This design comes from an exercise in tuning for small area, a short achievable clock period and few clock cycles on the open sky130 flow, not from production work.
Where RTL was checked, it was by simulation tests only, not by an equivalence proof against the original.
The RTL of run 2 was laid out without a check of its function.

## flow/design.v (module list and top-level ports; edited modules follow where they fit)
// module convolution: 2521 lines
// module conv_fa: 4 lines
// module conv_ha: 4 lines
// module L1: 41 lines
// module CONV: 156 lines
module  CONV(
	input		  clk,
	input		  reset,
	output		  busy,
	input		  ready,
	output [11:0] iaddr,
	input  [19:0] idata,
	output	 	  cwr,
	output [11:0] caddr_wr,
	output [19:0] cdata_wr,
	output	 	  crd,
	output [11:0] caddr_rd,
	input  [19:0] cdata_rd,
	output [ 2:0] csel
	);
  // ...
==> flow/flow/run.sh <==
#!/bin/bash
# The standard layout (standard.sh), with two changes to how it is made; the
# constraints are unchanged:
#  - repair_timing aims for 8.5 ns of setup slack at the design's clock period;
#  - the port buffers that buffer_ports inserts on every input and output are buf_4 cells.
# Each tool's output is in orfs/logs/; make's own output is in make.log.
set -euo pipefail
bash standard.sh SETUP_SLACK_MARGIN=8.5 "BUFFER_PORTS_ARGS=-buffer_cell sky130_fd_sc_hd__buf_4" finish > make.log 2>&1
==> flow/standard.sh <==
#!/bin/bash
# synth_recipe.tcl (not shown) runs the flow's synth.tcl, then flattens the netlist and writes it again
# the make line also repeats each setting of config.mk as NAME=value (left out here)
make -C /OpenROAD-flow-scripts/flow DESIGN_CONFIG=/design/flow/config.mk WORK_HOME=/design/flow/orfs CLKGATE_MAP_FILE= SYNTH_SCRIPT=/design/flow/synth_recipe.tcl "${@:-finish}"
==> flow/config.mk <==
export PLATFORM = sky130hd
export DESIGN_NAME = CONV
export DESIGN_NICKNAME = CONV
export VERILOG_FILES = /design/flow/design.v
export SDC_FILE = /design/flow/constraint.sdc
export NUM_CORES = 4
export LEC_CHECK = 0
export CAP_MARGIN = 20
export CORE_MARGIN = 2
export CORE_UTILIZATION = 65
export CTS_BUF_LIST = sky130_fd_sc_hd__clkbuf_16
export CTS_CLUSTER_DIAMETER = 80
export CTS_CLUSTER_SIZE = 30
export SLEW_MARGIN = 20
export SYNTH_HIERARCHICAL = 1
export SYNTH_MINIMUM_KEEP_SIZE = 0
==> flow/constraint.sdc <==
create_clock -name core_clock -period 12.0 [get_ports {clk}]
set_input_delay 2.4000 -clock core_clock [delete_from_list [all_inputs] [get_ports {clk}]]
set_output_delay 2.4000 -clock core_clock [all_outputs]
set_load 0.01 [all_outputs]
==> results.txt, run 1 <==
* Non-Filler Instances at 3,937
* Crit path kind: flop to primary output
* Crit path from: rx_r[7]$_DFFE_PP0P_
* Non-clock buffering overhead at 0.0454
* Status: timing/DRC/antenna clean
* Hold depth at 0
* Root buf cell: clkbuf_16
* Met1 usage at 0.544
* Share of layout cells above drive strength 1 at 0.220
* Routability cong. at 1.07
* WP buf/inv at 2
* Multi-input gate share of total cell area at 0.510
* Most frequent cells in the layout: 926 x fa_1, 585 x dfxtp_1, 224 x inv_1
* Core Area at 0.0647 mm²
* Grt met2 use at 0.608
* Yosys warns at 11
* Starting DRT DRC Count at 2,856
* Finished Cell Area at 0.0480 mm²
* Drt total wl at 133,000 µm
* Final core utilization at 0.742
* Seq cells at 837
* Depth of the CTS H-tree at 2
* Register bit count reported by yosys at 837
* Routed wl met3 at 17,700 µm
* Seq area share at 0.365
Testbench counts, summed over its fixed seeds: cycles 62,844.
==> run 2, diff against run 1 <==
--- a/flow/design.v
+++ b/flow/design.v
@@ -1196,23 +1196,16 @@
 reg s1_c33_0;
 reg s1_c33_1;
 reg s1_c34_0;
 reg s1_c34_1;
 reg s1_c35_0;
 reg s1_c35_1;
 reg s1_c36_0;
 reg s1_c36_1;
-reg s2_c12_0;
-reg s2_c12_1;
-reg s2_c13_0;
-reg s2_c13_1;
-reg s2_c14_0;
-reg s2_c14_1;
-reg s2_c15_0;
 reg s2_c16_0;
 reg s2_c16_1;
 reg s2_c17_0;
 reg s2_c17_1;
 reg s2_c18_0;
 reg s2_c18_1;
 reg s2_c19_0;
 reg s2_c20_0;
@@ -2287,17 +2280,17 @@
 assign w3000 = w2941 ^ w2939 ^ 1'b0;
 assign w3001 = (w2941 & w2939) | (w2941 & 1'b0) | (w2939 & 1'b0);
 assign w3002 = w2890 ^ w2942 ^ 1'b1;
 assign w3003 = (w2890 & w2942) | (w2890 & 1'b1) | (w2942 & 1'b1);
 assign w3004 = w2944 ^ 1'b1 ^ 1'b0;
 assign w3005 = (w2944 & 1'b1) | (w2944 & 1'b0) | (1'b1 & 1'b0);
 assign w3006 = w2947 ^ w2945 ^ 1'b1;
 assign w3007 = (w2947 & w2945) | (w2947 & 1'b1) | (w2945 & 1'b1);
-wire [12:0] lowsum = {1'b0, {w2961, w2960, w2959, w2958, w2731, w2957, w2955, w2954, w2953, w2951, w2950, s1_c0_0}} + {1'b0, {w2962, 1'b0, w2893, 1'b0, 1'b0, w2614, w2956, 1'b0, s1_c3_0, w2952, 1'b0, 1'b0}};
+wire [16:0] lowsum = {1'b0, {w2968, w2967, w2965, w2963, w2961, w2960, w2959, w2958, w2731, w2957, w2955, w2954, w2953, w2951, w2950, s1_c0_0}} + {1'b0, {1'b0, w2899, w2966, w2964, w2962, 1'b0, w2893, 1'b0, 1'b0, w2614, w2956, 1'b0, s1_c3_0, w2952, 1'b0, 1'b0}};
 always @(posedge clk) begin
   s1_c0_0 <= w1000;
   s1_c1_0 <= w1003;
   s1_c1_1 <= w1001;
   s1_c2_0 <= w1004;
   s1_c2_1 <= w1666;
   s1_c3_0 <= w2116;
   s1_c4_0 <= w2117;
@@ -2458,23 +2451,16 @@
   s1_c33_0 <= w2605;
   s1_c33_1 <= w2603;
   s1_c34_0 <= w2608;
   s1_c34_1 <= w2606;
   s1_c35_0 <= w2611;
   s1_c35_1 <= w2609;
   s1_c36_0 <= w2114;
   s1_c36_1 <= w2612;
-  s2_c12_0 <= w2963;
-  s2_c12_1 <= w2964;
-  s2_c13_0 <= w2965;
-  s2_c13_1 <= w2966;
-  s2_c14_0 <= w2967;
-  s2_c14_1 <= w2899;
-  s2_c15_0 <= w2968;
   s2_c16_0 <= w2969;
   s2_c16_1 <= w2970;
   s2_c17_0 <= w2971;
   s2_c17_1 <= w2972;
   s2_c18_0 <= w2973;
   s2_c18_1 <= w2902;
   s2_c19_0 <= w2974;
   s2_c20_0 <= w2975;
@@ -2507,22 +2493,22 @@
   s2_c34_0 <= w3001;
   s2_c34_1 <= w3002;
   s2_c35_0 <= w3003;
   s2_c35_1 <= w3004;
   s2_c36_0 <= w3005;
   s2_c36_1 <= w3006;
   s2_c37_0 <= w3007;
   s2_c37_1 <= w2948;
-  s_cin <= lowsum[12];
+  s_cin <= lowsum[16];
 end
-wire [25:0] ra = {s2_c37_0, s2_c36_0, s2_c35_0, s2_c34_0, s2_c33_0, s2_c32_0, s2_c31_0, s2_c30_0, s2_c29_0, s2_c28_0, s2_c27_0, s2_c26_0, s2_c25_0, s2_c24_0, s2_c23_0, s2_c22_0, s2_c21_0, s2_c20_0, s2_c19_0, s2_c18_0, s2_c17_0, s2_c16_0, s2_c15_0, s2_c14_0, s2_c13_0, s2_c12_0};
-wire [25:0] rb = {s2_c37_1, s2_c36_1, s2_c35_1, s2_c34_1, s2_c33_1, s2_c32_1, 1'b0, s2_c30_1, s2_c29_1, s2_c28_1, s2_c27_1, s2_c26_1, s2_c25_1, s2_c24_1, s2_c23_1, s2_c22_1, s2_c21_1, s2_c20_1, 1'b0, s2_c18_1, s2_c17_1, s2_c16_1, 1'b0, s2_c14_1, s2_c13_1, s2_c12_1};
-wire [25:0] acc = ra + rb + s_cin;
-assign res = acc[25] ? 20'd0 : acc[23:4];
+wire [21:0] ra = {s2_c37_0, s2_c36_0, s2_c35_0, s2_c34_0, s2_c33_0, s2_c32_0, s2_c31_0, s2_c30_0, s2_c29_0, s2_c28_0, s2_c27_0, s2_c26_0, s2_c25_0, s2_c24_0, s2_c23_0, s2_c22_0, s2_c21_0, s2_c20_0, s2_c19_0, s2_c18_0, s2_c17_0, s2_c16_0};
+wire [21:0] rb = {s2_c37_1, s2_c36_1, s2_c35_1, s2_c34_1, s2_c33_1, s2_c32_1, 1'b0, s2_c30_1, s2_c29_1, s2_c28_1, s2_c27_1, s2_c26_1, s2_c25_1, s2_c24_1, s2_c23_1, s2_c22_1, s2_c21_1, s2_c20_1, 1'b0, s2_c18_1, s2_c17_1, s2_c16_1};
+wire [21:0] acc = ra + rb + s_cin;
+assign res = acc[21] ? 20'd0 : acc[19:0];
 endmodule
 module conv_fa(input a, input b, input c, output s, output co);
 assign s = a ^ b ^ c;
 assign co = (a & b) | (a & c) | (b & c);
 endmodule
 module conv_ha(input a, input b, output s, output co);
 assign s = a ^ b;
 assign co = a & b;
==> flow/flow/run.sh (replaced) <==
#!/bin/bash
# The standard layout (standard.sh), with two changes to how it is made; the
# constraints are unchanged:
#  - repair_timing aims for 8.4 ns of setup slack at the design's clock period;
#  - the port buffers that buffer_ports inserts on every input and output are buf_4 cells.
# Each tool's output is in orfs/logs/; make's own output is in make.log.
set -euo pipefail
bash standard.sh SETUP_SLACK_MARGIN=8.4 "BUFFER_PORTS_ARGS=-buffer_cell sky130_fd_sc_hd__buf_4" finish > make.log 2>&1
==> results.txt, run 2 <==
* Maximum capacitance violations at 0 (unchanged)
* Die area at 0.0673 mm² (was 0.0677 mm²)
* Syn Nets at 3,850 (was 3,911)
* Die width at 259 µm (was 260 µm)
* Top post-synthesis cells by area: fa_1 46%, dfxtp_1 36%, dfrtp_1 3.9%, ha_1 2.7%, inv_1 2.4% (unchanged)
* Critical Path End Type: primary output (unchanged)
* Total CTS buffers at 41 (was 42)
* Crit path DAT at 1.23 ns (was 1.24 ns)
* Crit path kind: flop to primary output (unchanged)
* ANT nets after route at 0 (unchanged)
* WHS at 0.322 ns (was 0.313 ns)
* Mean Syn Cell Area at 15.5 µm² (was 15.2 µm²)
* Clock buffer depth at 3 (unchanged)
* Yosys top cell by area: fa_1 (unchanged)
* Initial core utilization at 0.657 (was 0.660)
* Synth cell types at 75 (unchanged)
* CP Launch Type: flop (unchanged)
* Area Growth Syn to Fin at 9.92% (was 12.4%)
* Drt total wl at 125,000 µm (was 133,000 µm)
* Status: timing/DRC/antenna clean (unchanged)
* Setup tns final at 0 ns (unchanged)
* Clock skew at 0.0341 ns (was 0.0496 ns)
* Largest net degree at the start of global routing at 51 (unchanged)
* Number of port buffers at 102 (unchanged)
* Final #Nets at 4,050 (was 4,162)
* Root buf cell: clkbuf_16 (unchanged)
* Synth top area share at 0.463 (was 0.458)
* Slew Limit Headroom at 0.408 (was 0.414)
* Slowest stage delay, CP at 0.41 ns (was 0.45 ns)
* Vias after detailed routing at 22,514 (was 24,058)
* Clock sink count at 830 (was 837)
* Commonest cells post-synth: 979 x fa_1, 763 x dfxtp_1, 273 x inv_1, 124 x nand2_1, 90 x ha_1 (was 977 x fa_1, 770 x dfxtp_1, 278 x inv_1, 135 x nand2_1, 91 x ha_1)
* Antenna violations before repair at 4 (was 5)
* Worst EP required at 9.60 ns (about the same)
* DP HPWL at 105,000 µm (was 109,000 µm)
* FMAX at 0.276 GHz (was 0.274 GHz)
* Starting DRT DRC Count at 2,581 (was 2,856)
* Post-Synthesis Cells at 2,738 (was 2,800)
* CTS clk-pin slew, worst paths at 0.11 ns (about the same)
* Largest Register: px (unchanged)
* Row cnt at 93 (unchanged)
* Clk latency of the worst-skew pair at 0.62 ns (was 0.65 ns)
* Slew @ Worst Pin at 0.887 ns (was 0.878 ns)
* Grt ovf at 0 (unchanged)
* Hold Crit Class: flop to flop (unchanged)
* Commonest non-fill, non-tap cell in the layout: fa_1 (unchanged)
* Asr flop ratio synth at 0.0807 (was 0.0800)
* Fill cell instance count of the final layout at 3,939 (was 3,755)
* Hold-fix buffers, CTS at 0 (unchanged)
* Finished Cell Area at 0.0466 mm² (was 0.0480 mm²)
* Setup Viol. Count Final at 0 (unchanged)
* Final period utilization at 0.302 (was 0.304)
* First-pass GRT wire length at 177,000 µm (was 187,000 µm)
* Die Y-Extent at 259 µm (was 260 µm)
* Post-synth EDFFs at 0 (unchanged)
* Most common flop cell mapped by yosys: dfxtp_1 (unchanged)
* Core Area at 0.0645 mm² (was 0.0647 mm²)
* DR WL/cell at 32.6 µm (was 33.8 µm)
* Max-slew violation count at 0 (unchanged)
* Slowest cell on crit path: dfrtp_1 (was dfrtp_2)
* Setup repair after global routing missed its margin: true (unchanged)
* Routability cong. at 1.08 (was 1.07)
* GRT Overall Usage at 0.386 (was 0.407)
* Synthesized cell area at 0.0424 mm² (was 0.0427 mm²)
* Yosys warns at 11 (unchanged)
* # IOs at 105 (unchanged)
* Placed inst area at 0.0440 mm² (was 0.0444 mm²)
* Cell with the most instances after synthesis: fa_1 (unchanged)
* Cell chain of the critical path: inv_2 > buf_6 (was inv_4 > buf_6)
* CP Max Fanout at 2 (unchanged)
* TritonCTS clock tree: yes (unchanged)
* Sequential area share after synthesis at 0.400 (about the same)
* Share of layout cells above drive strength 1 at 0.171 (was 0.220)
* Register bit count reported by yosys at 830 (was 837)
* Most frequent cells in the layout: 964 x fa_1, 650 x dfxtp_1, 236 x inv_1 (was 926 x fa_1, 585 x dfxtp_1, 224 x inv_1)
* Min Tclk post-route at 3.63 ns (was 3.64 ns)
* Max reg flops at 460 (unchanged)
* Fin. Hold Viols at 0 (unchanged)
* DRC viols at 0 (unchanged)
* Drt via density at 5.90 (was 6.11)
* Depth of the CTS H-tree at 2 (unchanged)
* Number of detailed-route iterations in the first pass at 5 (was 6)
* Vias in the first global route at 25,383 (was 26,398)
## run 2: cell type report
cell class	count	area, µm²	share of cell area
Inverter	273	1140	0.0245
Multi-Input combinational cell	1600	24200	0.520
Sequential cell	830	17100	0.368
Antenna cell	1	2.50	0.0000537
Timing Repair Buffer	192	1550	0.0333
Clock inverter	22	378	0.00811
Tap cell	855	1070	0.0230
Clock buffer	42	1050	0.0226
## run 2: per-module statistics from Yosys, one instance, submodules excluded
module / cells / copies in the design / area [µm²] / flops+latches
CONV: 886 / 1 / 13100 / 542
L1: 229 / 1 / 2900 / 77
conv_fa: 1 / 977 / 20.0 / 0
conv_ha: 1 / 6 / 12.5 / 0
convolution: 640 / 1 / 6720 / 211
## run 2: worst paths after layout
kind,from,end,cells after the start,slack (ns)
max,rx_r[9]$_DFFE_PP0P_,iaddr[9],2,8.37
min,px[19][19]$_DFF_P_,px[20][19]$_DFF_P_,0,0.32
max reg2reg,px[12][9]$_DFF_P_,u_conv.s1_c17_6$_DFF_P_,6,8.41
min reg2reg,px[19][19]$_DFF_P_,px[20][19]$_DFF_P_,0,0.32
max in group asynchronous,reset,rx_r[6]$_DFFE_PP0P_,2,9.48
min in group asynchronous,reset,u_pool.qdone$_DFFE_PP0P_,2,1.87
## run 2: cell families (layout without fill, tap and decap cells)
family / count (synthesis) / after routing / synth area share
flip-flops: 830 / 830 / 0.400
AO/OA/AOI/OAI: 128 / 128 / 0.0210
multiplexers: 44 / 44 / 0.0118
adder cells (fa/ha/maj): 1069 / 1069 / 0.489
AND/OR/NAND/NOR: 301 / 301 / 0.0369
buffers and inverters: 308 / 529 / 0.0294
XOR/XNOR: 56 / 56 / 0.0116
other: 2 / 3 / 0.000177
## run 2: critical path: cells and delay by family (launching register included)
family	cells	cell delay (ns)
DFF	1	0.41
buffers and inverters	2	0.20
## run 2: timing repair
item,in CTS,in global routing
setup buffers,62,25
gates cloned,0,0
setup endpoints to repair,146,91
resized for setup,126,78
## run 2: through the flow
step           utilization  worst slack [ns]  cells
2_1_floorplan            -              8.40   2738
5_1_grt              0.723              8.34   3814
4_1_cts              0.716              8.36   3789
6_report             0.723              8.37   3815
3_3_place_gp         0.683              8.03   3663
3_5_place_dp         0.683              7.99   3663
## run 2: metal layers
metal | part of all wire | up-vias | global-route usage
met2 | 0.44 | 1399 | 0.575
met3 | 0.14 | 262 | 0.174
li1 | - | 8852 | -
met5 | 0.00020 | - | 0
met1 | 0.38 | 11997 | 0.515
met4 | 0.039 | 4 | 0.120
==> module L1, before the edit <==
module  L1(
	input             clk,
	input             reset,
	input             rd_next,    
	output            crd,
	output     [11:0] caddr_rd,
	input      [19:0] cdata_rd,
	output            wr,         
	output     [19:0] val
	);
reg        crd_r, rd_d;
reg [ 2:0] qd;          
reg [19:0] rd_q;
reg [11:0] q;           
reg        qdone;
reg signed [19:0] r1, r2;
wire signed [19:0] d = rd_q;
wire signed [19:0] mx = (r2 > d) ? r2 : d;
assign crd = crd_r;
assign caddr_rd = {q[11:9], q[3], q[0], q[1], q[8:4], q[2]};
assign wr  = rd_d && (qd[2:1] == 2'd3);    
assign val = mx;
always @(posedge clk or posedge reset) begin
	if (reset) begin
		crd_r <= 1'b0; q <= 12'd0; qdone <= 1'b0; rd_d <= 1'b0; qd <= 3'd0;
	end else begin
		crd_r <= rd_next && !qdone;
		rd_d  <= crd_r;
		qd    <= q[2:0];
		if (crd_r) begin
			q <= q + 12'd1;
			if (q == 12'd4095) qdone <= 1'b1;
		end
	end
end
always @(posedge clk) begin
	rd_q <= cdata_rd;    
	r1 <= (qd[2:1] == 2'd0) ? d : mx;    
	r2 <= r1;
end
endmodule
==> module CONV, before the edit <==
module  CONV(
	input		  clk,
	input		  reset,
	output		  busy,
	input		  ready,
	output [11:0] iaddr,
	input  [19:0] idata,
	output	 	  cwr,
	output [11:0] caddr_wr,
	output [19:0] cdata_wr,
	output	 	  crd,
	output [11:0] caddr_rd,
	input  [19:0] cdata_rd,
	output [ 2:0] csel
	);
localparam LAT = 2;    
reg        busy_r, done_r, run_r;
reg        zc_r;       
reg        prv_r;      
reg [11:0] rx_r;       
wire [11:0] ra_r = rx_r ^ 12'hfc0;
reg [ 3:0] rr_r;       
reg        rv_r;       
wire       l1_last;
reg        pool_on;    
assign busy  = busy_r;
assign iaddr = ra_r;
wire rlast = (rr_r == 4'd9);
always @(posedge clk or posedge reset) begin
	if (reset) begin
		busy_r    <= 1'b0;
		run_r     <= 1'b0;
		zc_r      <= 1'b1;
		prv_r     <= 1'b0;
		rx_r      <= 12'd0;       
		rr_r      <= 4'd0;
		rv_r      <= 1'b0;
	end else begin
		if (!busy_r && !done_r && ready) begin
			busy_r <= 1'b1;
			run_r  <= 1'b1;
		end
		if (l1_last) begin
			busy_r <= 1'b0;
			run_r  <= 1'b0;
		end
		if (run_r) begin
			if (rlast) begin
				rr_r  <= 4'd0;
				prv_r <= !zc_r || (ra_r[11:6] == 6'd63 && pool_on);
				if (zc_r) begin
					zc_r <= 1'b0;
					rv_r <= (ra_r[11:6] != 6'd63);
				end else if (ra_r[5:0] == 6'd63) begin
					zc_r <= 1'b1;
					rv_r <= 1'b0;
					rx_r <= (ra_r - 12'd127) ^ 12'hfc0;    
				end else begin
					rx_r <= (ra_r - 12'd575) ^ 12'hfc0;    
					rv_r <= (ra_r[11:6] != 6'd8);
				end
			end else begin
				rr_r <= rr_r + 4'd1;
				if (!zc_r) begin
					rx_r <= (ra_r + 12'd64) ^ 12'hfc0;
					rv_r <= !(rr_r == 4'd8 && ra_r[11:6] == 6'd63);
				end
			end
		end
	end
end
reg [19:0] px [0:22];
reg        vld1;                   
integer i;
always @(posedge clk) begin
	px[0] <= rv_r ? idata : 20'd0;
	for (i = 1; i < 23; i = i + 1) px[i] <= px[i-1];
end
always @(posedge clk or posedge reset) begin
	if (reset) vld1 <= 1'b0;
	else       vld1 <= run_r && prv_r && (rr_r >= 4'd2);
end
wire [19:0] res;
convolution u_conv (
	.clk(clk),
	.t0(px[0]),  .t1(px[1]),  .t2(px[2]),
	.t3(px[10]), .t4(px[11]), .t5(px[12]),
	.t6(px[20]), .t7(px[21]), .t8(px[22]),
	.res(res)
);
reg [LAT-1:0] vpipe;
always @(posedge clk or posedge reset) begin
	if (reset) vpipe <= {LAT{1'b0}};
	else       vpipe <= {vpipe, vld1};
end
wire bnext   = vpipe[LAT-1];
reg  l0_done;
wire l0_next = bnext && !l0_done;
reg        cwr_r;
reg [ 2:0] csel_r;
reg [11:0] cad_r;
reg [19:0] cdat_r;
reg [11:0] wa_r;         
reg [ 9:0] lc_r;         
wire        l1_wr;       
wire [19:0] l1_val;
assign cwr      = cwr_r;
assign csel     = csel_r;
assign caddr_wr = cad_r;
assign cdata_wr = cdat_r;
assign l1_last  = cwr_r && done_r;
always @(posedge clk or posedge reset) begin
	if (reset) begin
		cwr_r <= 1'b0; csel_r <= 3'd1;
		wa_r <= 12'd0; l0_done <= 1'b0; lc_r <= 10'd0; done_r <= 1'b0;
	end else begin
		cwr_r <= (l0_next || l1_wr) && !done_r;
		if (l0_next) begin
			csel_r <= 3'd1;
			if (wa_r[8:6] != 3'd7) wa_r <= wa_r + 12'd64;
			else if (wa_r[5:0] == 6'd63) wa_r <= wa_r + 12'd1;
			else wa_r <= wa_r - 12'd447;
			if (wa_r == 12'd4095) l0_done <= 1'b1;
		end else begin
			csel_r <= l1_wr ? 3'd3 : 3'd1;
			if (l1_wr) begin
				lc_r <= lc_r + 10'd1;
				if (lc_r == 10'd1023) done_r <= 1'b1;
			end
		end
	end
end
always @(posedge clk) begin
	if (l0_next) begin
		cad_r  <= wa_r;
		cdat_r <= res;
	end else begin
		cad_r  <= {2'b00, lc_r[9:7], lc_r[1:0], lc_r[6:2]};
		cdat_r <= l1_val;
	end
end
always @(posedge clk or posedge reset) begin
	if (reset) pool_on <= 1'b0;
	else if (l0_next && wa_r == 12'd449) pool_on <= 1'b1;    
end
L1 u_pool (
	.clk(clk),
	.reset(reset),
	.rd_next(bnext && pool_on),
	.crd(crd),
	.caddr_rd(caddr_rd),
	.cdata_rd(cdata_rd),
	.wr(l1_wr),
	.val(l1_val)
);
endmodule
==> run 3, diff against run 2 <==
--- a/flow/design.v
+++ b/flow/design.v
@@ -2521,14 +2521,16 @@
 	output            crd,
 	output     [11:0] caddr_rd,
 	input      [19:0] cdata_rd,
+	input             stop,       
 	output            wr,         
-	output     [19:0] val
+	output     [19:0] val,
+	output     [ 9:0] addr,
+	output            last        
 	);
 reg        crd_r, rd_d;
 reg [ 2:0] qd;          
 reg [19:0] rd_q;
 reg [11:0] q;           
-reg        qdone;
 reg signed [19:0] r1, r2;
 wire signed [19:0] d = rd_q;
 wire signed [19:0] mx = (r2 > d) ? r2 : d;
@@ -2536,17 +2538,17 @@
 assign caddr_rd = {q[11:9], q[3], q[0], q[1], q[8:4], q[2]};
 assign wr  = rd_d && (qd[2:1] == 2'd3);    
 assign val = mx;
+assign addr = {q[11:9], q[3], qd[0], q[8:4]};
+assign last = (q[11:3] == 9'h1ff) && qd[0];
 always @(posedge clk or posedge reset) begin
 	if (reset) begin
-		crd_r <= 1'b0; q <= 12'd0; qdone <= 1'b0; rd_d <= 1'b0; qd <= 3'd0;
+		crd_r <= 1'b0; q <= 12'd0; rd_d <= 1'b0; qd <= 3'd0;
 	end else begin
-		crd_r <= rd_next && !qdone;
+		crd_r <= rd_next && !stop;
 		rd_d  <= crd_r;
 		qd    <= q[2:0];
-		if (crd_r) begin
-			q <= q + 12'd1;
-			if (q == 12'd4095) qdone <= 1'b1;
-		end
+		if (crd_r) q[2:0] <= q[2:0] + 3'd1;
+		if (wr && qd[0]) q[11:3] <= q[11:3] + 9'd1;    
 	end
 end
 always @(posedge clk) begin
@@ -2659,9 +2661,10 @@
 reg [11:0] cad_r;
 reg [19:0] cdat_r;
 reg [11:0] wa_r;         
-reg [ 9:0] lc_r;         
 wire        l1_wr;       
 wire [19:0] l1_val;
+wire [ 9:0] l1_addr;
+wire        l1_end;      
 assign cwr      = cwr_r;
 assign csel     = csel_r;
 assign caddr_wr = cad_r;
@@ -2670,7 +2673,7 @@
 always @(posedge clk or posedge reset) begin
 	if (reset) begin
 		cwr_r <= 1'b0; csel_r <= 3'd1;
-		wa_r <= 12'd0; l0_done <= 1'b0; lc_r <= 10'd0; done_r <= 1'b0;
+		wa_r <= 12'd0; l0_done <= 1'b0; done_r <= 1'b0;
 	end else begin
 		cwr_r <= (l0_next || l1_wr) && !done_r;
 		if (l0_next) begin
@@ -2681,10 +2684,7 @@
 			if (wa_r == 12'd4095) l0_done <= 1'b1;
 		end else begin
 			csel_r <= l1_wr ? 3'd3 : 3'd1;
-			if (l1_wr) begin
-				lc_r <= lc_r + 10'd1;
-				if (lc_r == 10'd1023) done_r <= 1'b1;
-			end
+			if (l1_wr && l1_end) done_r <= 1'b1;
 		end
 	end
 end
@@ -2693,7 +2693,7 @@
 		cad_r  <= wa_r;
 		cdat_r <= res;
 	end else begin
-		cad_r  <= {2'b00, lc_r[9:7], lc_r[1:0], lc_r[6:2]};
+		cad_r  <= {2'b00, l1_addr};
 		cdat_r <= l1_val;
 	end
 end
@@ -2708,7 +2708,10 @@
 	.crd(crd),
 	.caddr_rd(caddr_rd),
 	.cdata_rd(cdata_rd),
+	.stop(done_r),
 	.wr(l1_wr),
-	.val(l1_val)
+	.val(l1_val),
+	.addr(l1_addr),
+	.last(l1_end)
 );
 endmodule
==> results.txt, run 3 <==
* Status: timing/DRC/antenna clean (unchanged)
* Vias after detailed routing at 22,893 (was 22,514)
* TritonCTS clock tree: yes (unchanged)
* Maximum capacitance violations at 0 (unchanged)
* Sequential area share after synthesis at 0.397 (was 0.400)
* DR WL/cell at 33.5 µm (was 32.6 µm)
* Finished Cell Area at 0.0464 mm² (was 0.0466 mm²)
* DP HPWL at 106,000 µm (was 105,000 µm)
* Vias in the first global route at 25,609 (was 25,383)
* Top post-synthesis cells by area: fa_1 47%, dfxtp_1 36%, dfrtp_1 3.3%, ha_1 2.7%, inv_1 2.4% (was fa_1 46%, dfxtp_1 36%, dfrtp_1 3.9%, ha_1 2.7%, inv_1 2.4%)
* Hold Crit Class: flop to flop (unchanged)
* Max-slew violation count at 0 (unchanged)
* Number of port buffers at 102 (unchanged)
* Asr flop ratio synth at 0.0695 (was 0.0807)
* Hold-fix buffers, CTS at 0 (unchanged)
* Starting DRT DRC Count at 2,841 (was 2,581)
* Yosys top cell by area: fa_1 (unchanged)
* Die area at 0.0668 mm² (was 0.0673 mm²)
* First-pass GRT wire length at 181,000 µm (was 177,000 µm)
* Min Tclk post-route at 3.65 ns (was 3.63 ns)
* Die Y-Extent at 258 µm (was 259 µm)
* WP buf/inv at 2 (unchanged)
* Row cnt at 93 (unchanged)
* Synth top area share at 0.466 (was 0.463)
* Slew @ Worst Pin at 0.991 ns (was 0.887 ns)
* Largest net degree at the start of global routing at 41 (was 51)
* Critical Path End Type: primary output (unchanged)
* Yosys warns at 11 (unchanged)
* CP Max Fanout at 2 (unchanged)
* FF-to-FF End: u_conv.s1_c24_2$_DFF_P_ (was u_conv.s1_c17_6$_DFF_P_)
* Largest Register: px (unchanged)
* Setup tns final at 0 ns (unchanged)
* Setup Viol. Count Final at 0 (unchanged)
* Die width at 258 µm (was 259 µm)
* Commonest cells post-synth: 979 x fa_1, 763 x dfxtp_1, 273 x inv_1, 133 x nand2_1, 91 x ha_1 (was 979 x fa_1, 763 x dfxtp_1, 273 x inv_1, 124 x nand2_1, 90 x ha_1)
* Drt total wl at 127,000 µm (was 125,000 µm)
* Worst R2R Path Depth at 5 (was 6)
* CTS clk-pin slew, worst paths at 0.12 ns (was 0.11 ns)
* Area Growth Syn to Fin at 10.2% (was 9.92%)
* Fin. Hold Viols at 0 (unchanged)
* Crit path from: rx_r[8]$_DFFE_PP0P_ (was rx_r[9]$_DFFE_PP0P_)
* Cell family contributing the most delay on the critical path: flip-flops (unchanged)
* Slowest cell on crit path: dfrtp_2 (was dfrtp_1)
* Post-synth EDFFs at 0 (unchanged)
* R2R Path Start: px[22][13]$_DFF_P_ (was px[12][9]$_DFF_P_)
* Drt via density at 6.03 (was 5.90)
* Share of layout cells above drive strength 1 at 0.177 (was 0.171)
* Clock skew at 0.0350 ns (was 0.0341 ns)
* FMAX at 0.274 GHz (was 0.276 GHz)
* Clock sink count at 820 (was 830)
* Number of detailed-route iterations in the first pass at 6 (was 5)
* Clk latency of the worst-skew pair at 0.64 ns (was 0.62 ns)
* Cell with the most instances after synthesis: fa_1 (unchanged)
* Hold path startpoint: px[19][0]$_DFF_P_ (was px[19][19]$_DFF_P_)
* Slowest stage delay, CP at 0.44 ns (was 0.41 ns)
* Antenna violations before repair at 6 (was 4)
* Grt ovf at 0 (unchanged)
* Final #Nets at 4,028 (was 4,050)
* GRT Overall Usage at 0.396 (was 0.386)
* Reg2reg setup slack at 8.38 ns (was 8.41 ns)
* Core Area at 0.0642 mm² (was 0.0645 mm²)
* Most frequent cells in the layout: 959 x fa_1, 643 x dfxtp_1, 242 x inv_1 (was 964 x fa_1, 650 x dfxtp_1, 236 x inv_1)
* Final period utilization at 0.304 (was 0.302)
* Hold Path Sink: px[20][0]$_DFF_P_ (was px[20][19]$_DFF_P_)
* Most common flop cell mapped by yosys: dfxtp_1 (unchanged)
* Routability cong. at 1.05 (was 1.08)
* Root buf cell: clkbuf_16 (unchanged)
* Slew Limit Headroom at 0.339 (was 0.408)
* Clock buffer depth at 3 (unchanged)
* Post-Synthesis Cells at 2,724 (was 2,738)
* Depth of the CTS H-tree at 2 (unchanged)
* Final core utilization at 0.722 (was 0.723)
* Initial core utilization at 0.655 (was 0.657)
* Crit path kind: flop to primary output (unchanged)
* # IOs at 105 (unchanged)
* Worst EP required at 9.60 ns (about the same)
* CP Launch Type: flop (unchanged)
* Synthesized cell area at 0.0421 mm² (was 0.0424 mm²)
* Synth cell types at 81 (was 75)
* Hold depth at 0 (unchanged)
* Commonest non-fill, non-tap cell in the layout: fa_1 (unchanged)
* Cell chain of the critical path: inv_2 > buf_6 (unchanged)
* ANT nets after route at 0 (unchanged)
* DRC viols at 0 (unchanged)
* Placed inst area at 0.0437 mm² (was 0.0440 mm²)
* Max reg flops at 460 (unchanged)
* Total CTS buffers at 43 (was 41)
* Syn Nets at 3,837 (was 3,850)
* Crit path DAT at 1.25 ns (was 1.23 ns)
* Register bit count reported by yosys at 820 (was 830)
* Setup repair after global routing missed its margin: true (unchanged)
* Mean Syn Cell Area at 15.4 µm² (was 15.5 µm²)
run 3: cell count changes after synthesis, moves of 4 or more:
| cell | delta |
|---|---|
| a21oi_1 | -7 |
| and3_1 | -5 |
| and4_1 | -4 |
| buf_4 | +9 |
| dfrtp_1 | -10 |
| nand2_1 | +9 |
| nand4_1 | -4 |
| xnor2_1 | -8 |
| xor2_1 | -5 |
run 3: routing by layer:
metal | vias up | wire length [µm] | global-route usage
met5 | - | 0 | 0
met4 | 0 | 4850 | 0.121
met3 | 312 | 16900 | 0.159
met2 | 1602 | 56700 | 0.596
met1 | 12206 | 48900 | 0.538
li1 | 8773 | - | -
run 3: worst max-delay path by stage:
stage,cells past startpoint,end,slack (ns)
6_report,2,iaddr[8],8.35
5_1_grt,2,iaddr[8],8.33
4_1_cts,2,iaddr[6],8.36
3_5_place_dp,6,u_conv.s1_c12_1$_DFF_P_,7.97
3_3_place_gp,6,u_conv.s1_c12_1$_DFF_P_,7.98
2_1_floorplan,1,csel_r[1]$_DFF_PP0_,8.68
run 3: per-stage QoR:
| step | instances | worst slack [ns] | hold WS [ns] |
|---|---|---|---|
| 6_report | 3796 | 8.35 | 0.328 |
| 5_1_grt | 3795 | 8.33 | 0.334 |
| 4_1_cts | 3777 | 8.36 | 0.330 |
| 3_5_place_dp | 3643 | 7.97 | 0.312 |
| 3_3_place_gp | 3643 | 7.98 | 0.310 |
| 2_1_floorplan | 2724 | 8.68 | 0.310 |
run 3: per-module statistics from Yosys (local to each module, per instance):
module       copies in the design  cells inside  cell area, µm²  flip-flops and latches
conv_ha                         6             1            12.5                       0
conv_fa                       977             1            20.0                       0
convolution                     1           640            6720                     211
L1                              1           246            3000                      77
CONV                            1           855           12700                     532
run 3: layout make-up:
type | instances | area, µm²
fill | 3853 | 17900
timing repair buffer | 188 | 1580
clock buffer | 44 | 1100
multi-input combinational | 1589 | 24200
sequential | 820 | 16900
clock inverter | 26 | 437
antenna | 1 | 2.50
inverter | 273 | 1120
tap | 855 | 1070
run 3: logic make-up (layout without fill, tap and decap cells):
family,count (synthesis),in the layout,share of synthesized area
flip-flops,820,820,0.397
other,2,3,0.000179
AND/OR/NAND/NOR,302,302,0.0368
adder cells (fa/ha/maj),1071,1071,0.493
multiplexers,46,46,0.0124
AO/OA/AOI/OAI,125,125,0.0207
buffers and inverters,315,531,0.0308
XOR/XNOR,43,43,0.00895
run 3: timing repair:
action	CTS	global route
resized for setup	141	89
pin swaps	0	1
setup buffers	64	18
endpoints found under the setup margin	147	107
Testbench counts of run 3, summed over its fixed seeds: cycles 62,844.
==> run 4, diff against run 3 <==
==> flow/flow/run.sh (replaced) <==
#!/bin/bash
# The standard layout (standard.sh), with two changes to how it is made; the
# constraints are unchanged:
#  - repair_timing aims for 8.4 ns of setup slack at the design's clock period;
#  - the port buffers that buffer_ports inserts on every input and output are buf_2 cells (repair_timing may upsize them).
# Each tool's output is in orfs/logs/; make's own output is in make.log.
set -euo pipefail
bash standard.sh SETUP_SLACK_MARGIN=8.4 "BUFFER_PORTS_ARGS=-buffer_cell sky130_fd_sc_hd__buf_2" finish > make.log 2>&1
==> results.txt, run 4 <==
* Max reg flops at 460 (unchanged)
* Crit path DAT at 1.24 ns (was 1.25 ns)
* Asr flop ratio synth at 0.0695 (unchanged)
* CTS clk-pin slew, worst paths at 0.11 ns (was 0.12 ns)
* Fin. Hold Viols at 0 (unchanged)
* Multi-input logic area at 0.0241 mm² (was 0.0242 mm²)
* FMAX at 0.275 GHz (was 0.274 GHz)
* Placed insts at 3,643 (unchanged)
* Min Tclk post-route at 3.64 ns (was 3.65 ns)
* Clock sink count at 820 (unchanged)
* ANT nets after route at 0 (unchanged)
* Worst EP required at 9.60 ns (about the same)
* Grt ovf at 0 (unchanged)
* Final #Nets at 4,021 (was 4,028)
* Final period utilization at 0.303 (was 0.304)
* Most common flop cell mapped by yosys: dfxtp_1 (unchanged)
* WHS at 0.318 ns (was 0.328 ns)
* Top post-synthesis cells by area: fa_1 47%, dfxtp_1 36%, dfrtp_1 3.3%, ha_1 2.7%, inv_1 2.4% (unchanged)
* Most frequent cells in the layout: 966 x fa_1, 641 x dfxtp_1, 236 x inv_1 (was 959 x fa_1, 643 x dfxtp_1, 242 x inv_1)
* Starting DRT DRC Count at 2,660 (was 2,841)
* TritonCTS clock tree: yes (unchanged)
* Slew Limit Headroom at 0.410 (was 0.339)
* Slowest stage delay, CP at 0.43 ns (was 0.44 ns)
* FF+latch area at 0.0169 mm² (about the same)
* GRT Overall Usage at 0.383 (was 0.396)
* FF-to-FF End: u_conv.s1_c17_2$_DFF_P_ (was u_conv.s1_c24_2$_DFF_P_)
* Maximum capacitance violations at 0 (unchanged)
* Share of layout cells above drive strength 1 at 0.172 (was 0.177)
* Syn Nets at 3,837 (unchanged)
* R2R Path Start: px[11][13]$_DFF_P_ (was px[22][13]$_DFF_P_)
* Commonest cells post-synth: 979 x fa_1, 763 x dfxtp_1, 273 x inv_1, 133 x nand2_1, 91 x ha_1 (unchanged)
* Row cnt at 93 (unchanged)
* Status: timing/DRC/antenna clean (unchanged)
* Synthesized cell area at 0.0421 mm² (unchanged)
* Sequential area share after synthesis at 0.397 (unchanged)
* Non-Filler Instances at 3,786 (was 3,796)
* Largest Register: px (unchanged)
* Max-slew violation count at 0 (unchanged)
* DP HPWL at 104,000 µm (was 106,000 µm)
* Die Y-Extent at 258 µm (unchanged)
* Core Area at 0.0642 mm² (unchanged)
* Routability cong. at 1.11 (was 1.05)
* Commonest non-fill, non-tap cell in the layout: fa_1 (unchanged)
* Root buf cell: clkbuf_16 (unchanged)
* Drt via density at 5.95 (was 6.03)
* Antenna violations before repair at 5 (was 6)
* Die width at 258 µm (unchanged)
* Post-Synthesis Cells at 2,724 (unchanged)
* DRC viols at 0 (unchanged)
* Mean Syn Cell Area at 15.4 µm² (unchanged)
* Drt total wl at 123,000 µm (was 127,000 µm)
* Yosys top cell by area: fa_1 (unchanged)
* Number of detailed-route iterations in the first pass at 7 (was 6)
* Clk latency of the worst-skew pair at 0.64 ns (about the same)
* Critical Path End Type: primary output (unchanged)
* Hold depth at 0 (unchanged)
* DR WL/cell at 32.5 µm (was 33.5 µm)
* Clock buffer depth at 3 (unchanged)
* Setup Viol. Count Final at 0 (unchanged)
* Depth of the CTS H-tree at 2 (unchanged)
* Number of port buffers at 102 (unchanged)
* Setup repair after global routing missed its margin: true (unchanged)
* Post-synth EDFFs at 0 (unchanged)
* Yosys warns at 11 (unchanged)
* Slowest cell on crit path: dfrtp_1 (was dfrtp_2)
* First-pass GRT wire length at 175,000 µm (was 181,000 µm)
* CP Launch Type: flop (unchanged)
* Synth top area share at 0.466 (unchanged)
* Register bit count reported by yosys at 820 (unchanged)
* Vias in the first global route at 25,157 (was 25,609)
* Clock skew at 0.0504 ns (was 0.0350 ns)
* Vias after detailed routing at 22,541 (was 22,893)
* Worst R2R Path Depth at 6 (was 5)
* Total CTS buffers at 41 (was 43)
* Synth cell types at 81 (unchanged)
* Area Growth Syn to Fin at 8.98% (was 10.2%)
* CP Max Fanout at 2 (unchanged)
* Fill cell instance count of the final layout at 4,072 (was 3,853)
* Slew @ Worst Pin at 0.885 ns (was 0.991 ns)
* # IOs at 105 (unchanged)
* Cell chain of the critical path: inv_2 > buf_6 (unchanged)
* Largest net degree at the start of global routing at 41 (unchanged)
* Hold path startpoint: px[16][14]$_DFF_P_ (was px[19][0]$_DFF_P_)
* Crit path kind: flop to primary output (unchanged)
* Reg2reg setup slack at 8.36 ns (was 8.38 ns)
* Cell with the most instances after synthesis: fa_1 (unchanged)
* Final core utilization at 0.714 (was 0.722)
* Hold Crit Class: flop to flop (unchanged)
* Setup tns final at 0 ns (unchanged)
* Hold Path Sink: px[17][14]$_DFF_P_ (was px[20][0]$_DFF_P_)
* Die area at 0.0668 mm² (unchanged)
* Initial core utilization at 0.655 (unchanged)
[run 4: cell counts after synthesis]
No cell type changed its count.
[run 4: how the worst max path moves through the flow]
stage                         start  cells past startpoint                       to  slack [ns]
2_1_floorplan                 reset                      1      csel_r[1]$_DFF_PP0_        8.68
3_3_place_gp       px[2][8]$_DFF_P_                      6  u_conv.s1_c18_2$_DFF_P_        8.07
4_1_cts         rx_r[9]$_DFFE_PP0P_                      2                 iaddr[9]        8.34
5_1_grt         rx_r[9]$_DFFE_PP0P_                      2                 iaddr[9]        8.33
3_5_place_dp       px[2][8]$_DFF_P_                      6  u_conv.s1_c18_2$_DFF_P_        8.09
6_report       rx_r[10]$_DFFE_PP0P_                      2                iaddr[10]        8.36
[run 4: layer usage]
metal  vias up  track usage  routed length [µm]
met2      1464        0.580               55300
li1       8766            -                   -
met3       281        0.163               16600
met4         4        0.124                4830
met5         -            0                  26
met1     12026        0.509               46300
[run 4: per-module statistics from Yosys (local to each module, per instance)]
module	cells	times used
CONV	855	1
L1	246	1
conv_fa	1	977
conv_ha	1	6
convolution	640	1
[run 4: logic make-up (layout without fill, tap and decap cells)]
| family | after synthesis | after routing | synth area share |
|---|---|---|---|
| DFF | 820 | 820 | 0.397 |
| other | 2 | 3 | 0.000179 |
| adders and majority gates | 1071 | 1071 | 0.493 |
| buffers and inverters | 315 | 521 | 0.0308 |
| muxes | 46 | 46 | 0.0124 |
| xor gates and xnor gates | 43 | 43 | 0.00895 |
| AOI/OAI and AO/OA | 125 | 125 | 0.0207 |
| and+or+nand+nor | 302 | 302 | 0.0368 |
[run 4: cell type report]
cell class	instances	area share
clock buffer	41	0.0224
clock inverter	24	0.00797
antenna	1	0.0000546
timing repair buffer	183	0.0264
sequential	820	0.369
inverter	273	0.0246
tap	855	0.0233
multi-input combinational	1589	0.526
[run 4: critical path: cells and delay by family, from the launching register on]
family                 cells  cell delay [ns]
buffers and inverters      2             0.20
flip-flops                 1             0.43
[run 4: timing repair]
item / CTS / global route
endpoints found under the setup margin: 145 / 77
setup buffers: 59 / 18
endpoints found under the hold margin: 0 / 0
hold buffers: 0 / 0
pin swaps: 0 / 0
resized for setup: 131 / 81
cloned: 0 / 0
[run 4: per-stage QoR]
| stage | worst slack (ns) | area (µm²) |
|---|---|---|
| after global routing | 8.33 | 45800 |
| after global placement | 8.07 | 43400 |
| after floorplan | 8.68 | 42100 |
| after CTS | 8.34 | 45600 |
| final | 8.36 | 45800 |
| after detailed placement | 8.09 | 43400 |
==> run 5, diff against run 4 <==
==> flow/flow/run.sh (replaced) <==
#!/bin/bash
# The standard layout (standard.sh), with two changes to how it is made; the
# constraints are unchanged:
#  - repair_timing aims for 8.4 ns of setup slack at the design's clock period;
#  - the port buffers that buffer_ports inserts on every input and output are buf_1 cells (repair_timing may upsize them).
# Each tool's output is in orfs/logs/; make's own output is in make.log.
set -euo pipefail
bash standard.sh SETUP_SLACK_MARGIN=8.4 "BUFFER_PORTS_ARGS=-buffer_cell sky130_fd_sc_hd__buf_1" finish > make.log 2>&1
--- a/flow/config.mk
+++ b/flow/config.mk
@@ -11,6 +11,8 @@
 export CTS_BUF_LIST = sky130_fd_sc_hd__clkbuf_16
 export CTS_CLUSTER_DIAMETER = 80
 export CTS_CLUSTER_SIZE = 30
+export GPL_TIMING_DRIVEN = 1
+export PLACE_DENSITY = 0.75
 export SLEW_MARGIN = 20
 export SYNTH_HIERARCHICAL = 1
 export SYNTH_MINIMUM_KEEP_SIZE = 0
==> results.txt, run 5 <==
* Synth cell types at 81 (unchanged)
* DRC viols at 0 (unchanged)
* Max-slew violation count at 0 (unchanged)
* GRT Overall Usage at 0.403 (was 0.383)
* Row cnt at 93 (unchanged)
* Min Tclk post-route at 3.63 ns (was 3.64 ns)
* Clock sink count at 820 (unchanged)
* Clock buffer depth at 3 (unchanged)
* Placed inst area at 0.0433 mm² (was 0.0434 mm²)
* Top post-synthesis cells by area: fa_1 47%, dfxtp_1 36%, dfrtp_1 3.3%, ha_1 2.7%, inv_1 2.4% (unchanged)
* Depth of the CTS H-tree at 2 (unchanged)
* Total CTS buffers at 42 (was 41)
* Grt met3 use at 0.162 (was 0.163)
* Area Growth Syn to Fin at 9.18% (was 8.98%)
* Drt total wl at 130,000 µm (was 123,000 µm)
* CP Max Fanout at 2 (unchanged)
* Number of detailed-route iterations in the first pass at 5 (was 7)
* First-pass GRT wire length at 183,000 µm (was 175,000 µm)
* Final period utilization at 0.303 (about the same)
* Fin. Hold Viols at 0 (unchanged)
* Hold Path Sink: px[20][14]$_DFF_P_ (was px[17][14]$_DFF_P_)
* Clk latency of the worst-skew pair at 0.63 ns (was 0.64 ns)
* Largest net degree at the start of global routing at 41 (unchanged)
* Synth top area share at 0.466 (unchanged)
* Hold path startpoint: px[19][14]$_DFF_P_ (was px[16][14]$_DFF_P_)
* Synthesized cell area at 0.0421 mm² (unchanged)
* Slew @ Worst Pin at 0.909 ns (was 0.885 ns)
* Worst R2R Path Depth at 6 (unchanged)
* Die area at 0.0668 mm² (unchanged)
* Met1 usage at 0.552 (was 0.509)
* Most common flop cell mapped by yosys: dfxtp_1 (unchanged)
* DP HPWL at 109,000 µm (was 104,000 µm)
* ANT nets after route at 0 (unchanged)
* Register bit count reported by yosys at 820 (unchanged)
* Drt via density at 6.03 (was 5.95)
* Worst EP required at 9.60 ns (about the same)
* FMAX at 0.275 GHz (about the same)
* Grt ovf at 0 (unchanged)
* Hold depth at 0 (unchanged)
* Commonest cells post-synth: 979 x fa_1, 763 x dfxtp_1, 273 x inv_1, 133 x nand2_1, 91 x ha_1 (unchanged)
* Cell with the most instances after synthesis: fa_1 (unchanged)
* Number of port buffers at 102 (unchanged)
* FF-to-FF End: u_conv.s1_c14_1$_DFF_P_ (was u_conv.s1_c17_2$_DFF_P_)
* Die width at 258 µm (unchanged)
* Largest Register: px (unchanged)
* Crit path DAT at 1.23 ns (was 1.24 ns)
* Post-Synthesis Cells at 2,724 (unchanged)
* Routability cong. at 1.03 (was 1.11)
* Initial core utilization at 0.655 (unchanged)
* Yosys top cell by area: fa_1 (unchanged)
* GRT Max-Usage Layer: met2 (unchanged)
* Maximum capacitance violations at 0 (unchanged)
* Starting DRT DRC Count at 2,716 (was 2,660)
* Die Y-Extent at 258 µm (unchanged)
* Most frequent cells in the layout: 959 x fa_1, 638 x dfxtp_1, 239 x inv_1 (was 966 x fa_1, 641 x dfxtp_1, 236 x inv_1)
* Final #Nets at 4,023 (was 4,021)
* Finished Cell Area at 0.0459 mm² (was 0.0458 mm²)
* Setup tns final at 0 ns (unchanged)
* Max reg flops at 460 (unchanged)
* Post-synth EDFFs at 0 (unchanged)
* Status: timing/DRC/antenna clean (unchanged)
* Syn Nets at 3,837 (unchanged)
* Grt met2 use at 0.603 (was 0.580)
* TritonCTS clock tree: yes (unchanged)
* Crit path kind: flop to primary output (unchanged)
* CTS clk-pin slew, worst paths at 0.11 ns (about the same)
* Share of layout cells above drive strength 1 at 0.150 (was 0.172)
* Slew Limit Headroom at 0.394 (was 0.410)
* Vias in the first global route at 25,563 (was 25,157)
* Commonest non-fill, non-tap cell in the layout: fa_1 (unchanged)
* Core Area at 0.0642 mm² (unchanged)
* Sequential area share after synthesis at 0.397 (unchanged)
* Hold Crit Class: flop to flop (unchanged)
* Antenna violations before repair at 6 (was 5)
* # IOs at 105 (unchanged)
* R2R Path Start: px[11][9]$_DFF_P_ (was px[11][13]$_DFF_P_)
* Critical Path End Type: primary output (unchanged)
* Mean Syn Cell Area at 15.4 µm² (unchanged)
* Clock skew at 0.0439 ns (was 0.0504 ns)
* DR WL/cell at 34.2 µm (was 32.5 µm)
* Setup Viol. Count Final at 0 (unchanged)
* Yosys warns at 11 (unchanged)
* Root buf cell: clkbuf_16 (unchanged)
* Setup repair after global routing missed its margin: true (unchanged)
* Asr flop ratio synth at 0.0695 (unchanged)
* CP Launch Type: flop (unchanged)
* Reg2reg setup slack at 8.39 ns (was 8.36 ns)
* Vias after detailed routing at 22,872 (was 22,541)
## run 5: cell types whose count changed in the layout (fill, tap and decap cells not counted), moves of 4 or more
cell / change
fa_1: -7
dfxtp_2: -8
clkbuf_2: +10
buf_1: +82
diode_2: +4
buf_2: -94
fa_2: +7
dfxtp_4: +11
## run 5: worst max path at each step
stage                               startpoint                       to  slack, ns  cells past startpoint
after floorplan                          reset      csel_r[1]$_DFF_PP0_       8.68                      1
after global placement      px[12][15]$_DFF_P_  u_conv.s1_c23_3$_DFF_P_       7.97                      6
after detailed placement    px[12][15]$_DFF_P_  u_conv.s1_c23_3$_DFF_P_       7.95                      6
after CTS                  rx_r[9]$_DFFE_PP0P_                 iaddr[9]       8.34                      2
after global routing       rx_r[9]$_DFFE_PP0P_                 iaddr[9]       8.33                      2
final                     rx_r[10]$_DFFE_PP0P_                iaddr[10]       8.37                      2
## run 5: repair_timing
item | 4_1_cts | 5_1_grt
hold buffers | 0 | 0
gates cloned | 0 | 0
endpoints found under the setup margin | 146 | 90
gates resized for setup | 160 | 98
buffers inserted | 61 | 17
## run 5: logic make-up (layout without fill, tap and decap cells)
family | count (synthesis) | in the layout | share of synthesized area
adders and majority gates | 1071 | 1071 | 0.493
DFF | 820 | 820 | 0.397
other | 2 | 7 | 0.000179
AOI/OAI and AO/OA | 125 | 125 | 0.0207
xor gates and xnor gates | 43 | 43 | 0.00895
muxes | 46 | 46 | 0.0124
buffers and inverters | 315 | 527 | 0.0308
and+or+nand+nor | 302 | 302 | 0.0368
## run 5: area by class of cell
cell class | count | area (µm²)
clock buffers | 43 | 1080
fillers | 3913 | 18300
inverters | 273 | 1130
multi-input cells | 1589 | 24100
repair buffers | 184 | 1130
well taps | 855 | 1070
clock inverters | 27 | 423
diodes | 5 | 12.5
flip-flops and latches | 820 | 17000
## run 5: layer usage
layer,vias up,routed length [µm]
li1,8779,-
met1,12316,50300
met2,1507,57600
met3,270,16900
met4,0,4870
met5,-,0
## run 5: through the flow
step	utilization	setup WS, ns	std cells	hold WS, ns
3_3_place_gp	0.674	7.97	3643	0.310
4_1_cts	0.710	8.34	3774	0.328
6_report	0.715	8.37	3796	0.321
5_1_grt	0.715	8.33	3791	0.328
3_5_place_dp	0.674	7.95	3643	0.312
2_1_floorplan	-	8.68	2724	0.310
## run 5: worst max-delay path: stages, from the launching register on
cell and delay, ns:
dfrtp_1 0.42, inv_2 0.09, buf_6 0.10
## run 5: Yosys stat by module (local to each module, per instance)
| module | cell area (µm²) | flops+latches | times used |
|---|---|---|---|
| conv_fa | 20.0 | 0 | 977 |
| CONV | 12700 | 532 | 1 |
| conv_ha | 12.5 | 0 | 6 |
| L1 | 3000 | 77 | 1 |
| convolution | 6720 | 211 | 1 |
==> run 6, diff against run 5 <==
--- a/flow/config.mk
+++ b/flow/config.mk
@@ -11,7 +11,6 @@
 export CTS_BUF_LIST = sky130_fd_sc_hd__clkbuf_16
 export CTS_CLUSTER_DIAMETER = 80
 export CTS_CLUSTER_SIZE = 30
-export GPL_TIMING_DRIVEN = 1
 export PLACE_DENSITY = 0.75
 export SLEW_MARGIN = 20
 export SYNTH_HIERARCHICAL = 1
==> results.txt, run 6 <==
* Status: timing/DRC/antenna clean (unchanged)
* Synthesized cell area at 0.0421 mm² (unchanged)
* TritonCTS clock tree: yes (unchanged)
* Clock buffer depth at 3 (unchanged)
* Share of layout cells above drive strength 1 at 0.150 (unchanged)
* Synth cell types at 81 (unchanged)
* Drt total wl at 130,000 µm (unchanged)
* Syn Nets at 3,837 (unchanged)
* Clk latency of the worst-skew pair at 0.63 ns (about the same)
* Max-slew violation count at 0 (unchanged)
* Row cnt at 93 (unchanged)
* CTS clk-pin slew, worst paths at 0.11 ns (about the same)
* Hold depth at 0 (unchanged)
* Area Growth Syn to Fin at 9.18% (unchanged)
* GRT Overall Usage at 0.403 (unchanged)
* Clock skew at 0.0439 ns (unchanged)
* FMAX at 0.275 GHz (unchanged)
* Root buf cell: clkbuf_16 (unchanged)
* Synth top area share at 0.466 (unchanged)
* ANT nets after route at 0 (unchanged)
* Finished Cell Area at 0.0459 mm² (unchanged)
* Yosys top cell by area: fa_1 (unchanged)
* Placed inst area at 0.0433 mm² (unchanged)
* Antenna violations before repair at 6 (unchanged)
* FF-to-FF End: u_conv.s1_c14_1$_DFF_P_ (unchanged)
* Depth of the CTS H-tree at 2 (unchanged)
* Hold Path Sink: px[20][14]$_DFF_P_ (unchanged)
* Most common flop cell mapped by yosys: dfxtp_1 (unchanged)
* Min Tclk post-route at 3.63 ns (unchanged)
* Hold Crit Class: flop to flop (unchanged)
* Commonest cells post-synth: 979 x fa_1, 763 x dfxtp_1, 273 x inv_1, 133 x nand2_1, 91 x ha_1 (unchanged)
* Asr flop ratio synth at 0.0695 (unchanged)
* Non-Filler Instances at 3,796 (unchanged)
* Core Area at 0.0642 mm² (unchanged)
* Initial core utilization at 0.655 (unchanged)
* CP Max Fanout at 2 (unchanged)
* Slew @ Worst Pin at 0.909 ns (unchanged)
* R2R Path Start: px[11][9]$_DFF_P_ (unchanged)
* Vias in the first global route at 25,563 (unchanged)
* Hold path startpoint: px[19][14]$_DFF_P_ (unchanged)
* Mean Syn Cell Area at 15.4 µm² (unchanged)
* Largest Register: px (unchanged)
* Worst R2R Path Depth at 6 (unchanged)
* Largest net degree at the start of global routing at 41 (unchanged)
* Setup Viol. Count Final at 0 (unchanged)
* Commonest non-fill, non-tap cell in the layout: fa_1 (unchanged)
* Die Y-Extent at 258 µm (unchanged)
* Clock sink count at 820 (unchanged)
* Critical Path End Type: primary output (unchanged)
* Worst EP required at 9.60 ns (about the same)
* Die width at 258 µm (unchanged)
* Maximum capacitance violations at 0 (unchanged)
* First-pass GRT wire length at 183,000 µm (unchanged)
* Grt ovf at 0 (unchanged)
* Register bit count reported by yosys at 820 (unchanged)
* Total CTS buffers at 42 (unchanged)
* Final #Nets at 4,023 (unchanged)
* Fin. Hold Viols at 0 (unchanged)
* Setup repair after global routing missed its margin: true (unchanged)
* Yosys warns at 11 (unchanged)
* DR WL/cell at 34.2 µm (unchanged)
* Setup tns final at 0 ns (unchanged)
* Post-synth EDFFs at 0 (unchanged)
* DP HPWL at 109,000 µm (unchanged)
* Slew Limit Headroom at 0.394 (unchanged)
* Number of detailed-route iterations in the first pass at 5 (unchanged)
* Top post-synthesis cells by area: fa_1 47%, dfxtp_1 36%, dfrtp_1 3.3%, ha_1 2.7%, inv_1 2.4% (unchanged)
* Number of port buffers at 102 (unchanged)
* # IOs at 105 (unchanged)
* Crit path DAT at 1.23 ns (about the same)
* Final period utilization at 0.303 (unchanged)
* CP Launch Type: flop (unchanged)
* Placed insts at 3,643 (unchanged)
* Vias after detailed routing at 22,872 (unchanged)
* Cell with the most instances after synthesis: fa_1 (unchanged)
* Sequential area share after synthesis at 0.397 (unchanged)
* Die area at 0.0668 mm² (unchanged)
* Most frequent cells in the layout: 959 x fa_1, 638 x dfxtp_1, 239 x inv_1 (unchanged)
* Drt via density at 6.03 (unchanged)
* Routability cong. at 1.03 (unchanged)
* Starting DRT DRC Count at 2,716 (unchanged)
* Max reg flops at 460 (unchanged)
* DRC viols at 0 (unchanged)
* Post-Synthesis Cells at 2,724 (unchanged)
* Hold-fix buffers, CTS at 0 (unchanged)
* Crit path kind: flop to primary output (unchanged)
* Reg2reg setup slack at 8.39 ns (about the same)
run 6: cell counts after synthesis:
No cell type changed its count.
run 6: cell type report:
type / instances / area (µm²)
timing repair buffer: 184 / 1130
tap: 855 / 1070
fill: 3913 / 18300
multi-input combinational: 1589 / 24100
clock buffer: 43 / 1080
clock inverter: 27 / 423
sequential: 820 / 17000
inverter: 273 / 1130
antenna: 5 / 12.5
run 6: metal layers:
layer / track usage / share of wire / up-vias
li1: - / - / 8779
met4: 0.123 / 0.038 / 0
met2: 0.603 / 0.44 / 1507
met5: 0 / 0 / -
met3: 0.162 / 0.13 / 270
met1: 0.552 / 0.39 / 12316
run 6: critical path, stage by stage (launching register included):
cell and delay [ns]:
dfrtp_1 0.42, inv_2 0.09, buf_6 0.10
run 6: worst max-delay path by stage:
stage	to	start	depth (start not counted)
2_1_floorplan	csel_r[1]$_DFF_PP0_	reset	1
3_3_place_gp	u_conv.s1_c23_3$_DFF_P_	px[12][15]$_DFF_P_	6
3_5_place_dp	u_conv.s1_c23_3$_DFF_P_	px[12][15]$_DFF_P_	6
4_1_cts	iaddr[9]	rx_r[9]$_DFFE_PP0P_	2
5_1_grt	iaddr[9]	rx_r[9]$_DFFE_PP0P_	2
6_report	iaddr[10]	rx_r[10]$_DFFE_PP0P_	2
run 6: modules after synthesis (local to each module, per instance):
module       times used  area (µm²)
CONV                  1       12700
L1                    1        3000
conv_fa             977        20.0
conv_ha               6        12.5
convolution           1        6720
run 6: stage by stage:
step	hold slack [ns]	util	worst slack [ns]
after detailed placement	0.312	0.674	7.95
after floorplan	0.310	-	8.68
after CTS	0.328	0.710	8.34
after global routing	0.328	0.715	8.33
after global placement	0.310	0.674	7.97
final	0.321	0.715	8.37
run 6: kinds of logic after synthesis:
kind of cell             Yosys count  synth area share
AO/OA/AOI/OAI                    125            0.0207
XOR/XNOR                          43           0.00895
adder cells (fa/ha/maj)         1071             0.493
buffers and inverters            315            0.0308
flip-flops                       820             0.397
multiplexers                      46            0.0124
other                              2          0.000179
AND/OR/NAND/NOR                  302            0.0368
run 6: timing repair:
action,4_1_cts,5_1_grt
gates resized for setup,160,98
setup buffers,61,17
endpoints found under the setup margin,146,90
==> run 7, diff against run 6 <==
--- a/flow/config.mk
+++ b/flow/config.mk
@@ -7,11 +7,11 @@
 export LEC_CHECK = 0
 export CAP_MARGIN = 20
 export CORE_MARGIN = 2
-export CORE_UTILIZATION = 65
+export CORE_UTILIZATION = 80
 export CTS_BUF_LIST = sky130_fd_sc_hd__clkbuf_16
 export CTS_CLUSTER_DIAMETER = 80
 export CTS_CLUSTER_SIZE = 30
-export PLACE_DENSITY = 0.75
+export PLACE_DENSITY = 0.85
 export SLEW_MARGIN = 20
 export SYNTH_HIERARCHICAL = 1
 export SYNTH_MINIMUM_KEEP_SIZE = 0
==> results.txt, run 7 <==
* Row cnt at 84 (was 93)
* Top post-synthesis cells by area: fa_1 47%, dfxtp_1 36%, dfrtp_1 3.3%, ha_1 2.7%, inv_1 2.4% (unchanged)
* Number of port buffers at 102 (unchanged)
* Setup Slack @ Placement at 7.96 ns (was 7.95 ns)
* Post-Synthesis Cells at 2,724 (unchanged)
* Stop err: [ERROR GRT-0232] Routing congestion too high. Check the congestion heatmap in the GUI.
* Worst Endpoint after GRT Repair: u_conv.s1_c27_1$_DFF_P_/D
* Grt ovf at 20
* Synth top area share at 0.466 (unchanged)
* GRT Overall Usage at 0.759
* Antenna violations before repair at 24
* Die width at 233 µm (was 258 µm)
* Syn Nets at 3,837 (unchanged)
* Depth of the CTS H-tree at 2 (unchanged)
* Die Y-Extent at 233 µm (was 258 µm)
* Most common flop cell mapped by yosys: dfxtp_1 (unchanged)
* Root buf cell: clkbuf_16 (unchanged)
* Yosys warns at 11 (unchanged)
* Synthesized cell area at 0.0421 mm² (unchanged)
* Total CTS buffers at 38 (was 42)
* Post-synth EDFFs at 0 (unchanged)
* Sequential area share after synthesis at 0.397 (unchanged)
* Asr flop ratio synth at 0.0695 (unchanged)
* WEP type: register input
* Largest net degree at the start of global routing at 41
* Yosys top cell by area: fa_1 (unchanged)
* Mean Syn Cell Area at 15.4 µm² (unchanged)
* Synth cell types at 81 (unchanged)
* Status: aborted with a tool error (was timing/DRC/antenna clean)
* Clock buffer depth at 3 (unchanged)
* Commonest cells post-synth: 979 x fa_1, 763 x dfxtp_1, 273 x inv_1, 133 x nand2_1, 91 x ha_1 (unchanged)
* # IOs at 105 (unchanged)
* Clock sink count at 820 (unchanged)
* Cell with the most instances after synthesis: fa_1 (unchanged)
* Register bit count reported by yosys at 820 (unchanged)
* Hold-fix buffers, CTS at 0 (unchanged)
* DP HPWL at 101,000 µm (was 109,000 µm)
* Initial core utilization at 0.805 (was 0.655)
* Exit stage: global routing (5_1_grt)
* Routability cong. at 1.17 (was 1.03)
run 7: cell counts after synthesis:
Identical to the previous run, type by type.
run 7: repair_timing:
| item | CTS |
|---|---|
| pin swaps | 2 |
| endpoints found under the setup margin | 150 |
| setup buffers | 73 |
| resized for setup | 193 |
run 7: metal layers:
metal / overflow / GRT usage
met1: 1 / 0.726
met2: 10 / 0.904
met3: 1 / 0.656
met4: 8 / 0.759
met5: 0 / 0.441
run 7: how the worst max path moves through the flow:
stage	end	slack, ns	cells after the start
after floorplan	csel_r[1]$_DFF_PP0_	8.68	1
after global placement	u_conv.s1_c21_1$_DFF_P_	8.05	6
after detailed placement	u_conv.s1_c8_0$_DFF_P_	7.96	6
after CTS	u_conv.s1_c8_0$_DFF_P_	8.31	6
run 7: per-stage QoR:
stage	cell area, µm²	std cells
2_1_floorplan	42100	2724
3_3_place_gp	43100	3476
3_5_place_dp	43100	3476
4_1_cts	45300	3610
run 7: logic make-up after synthesis:
kind of cell	count (synthesis)	synth area share
fa+ha+maj	1071	0.493
mux	46	0.0124
buf+inv	315	0.0308
simple gates	302	0.0368
other cells	2	0.000179
compound gates	125	0.0207
xor+xnor	43	0.00895
flops	820	0.397
run 7: per-module statistics from Yosys, one instance, submodules excluded:
module	flip-flops and latches	cell area, µm²	times used	cells
conv_ha	0	12.5	6	1
CONV	532	12700	1	855
convolution	211	6720	1	640
L1	77	3000	1	246
conv_fa	0	20.0	977	1

## what the ideal ports hide
Ports are ideal in the flow. The routed layouts listed here were re-timed in OpenROAD. Step 1: set_driving_cell puts a clkbuf_16 on clk and a buf_2 on each other input, an assumption about the parent block. Step 2, shift: input delay + t, output delay - t, t = (earliest + latest rising clock arrival at the registers) / 2. This alone moves slack from input paths to output paths. Three values: no drivers, after step 1, after step 2; two values: the first two.
| run | t, ns | slack for setup (ns) | worst register clock-pin slew, ns | worst slew at a driven data input, ns |
|---|---|---|---|---|
| run 1 | 0.686 | 8.356 / 8.292 / 8.427 | 0.11 / 0.11 | 0.05 |
| run 2 | 0.666 | 8.372 / 8.308 / 8.415 | 0.11 / 0.11 | 0.06 |
| run 3 | 0.690 | 8.349 / 8.279 / 8.378 | 0.12 / 0.12 | 0.06 |
| run 4 | 0.684 | 8.358 / 8.292 / 8.359 | 0.12 / 0.12 | 0.04 |
| run 5 | 0.681 | 8.367 / 8.297 / 8.386 | 0.12 / 0.12 | 0.05 |
| run 6 | 0.681 | 8.367 / 8.297 / 8.386 | 0.12 / 0.12 | 0.05 |
After both steps every run listed still meets setup and hold.
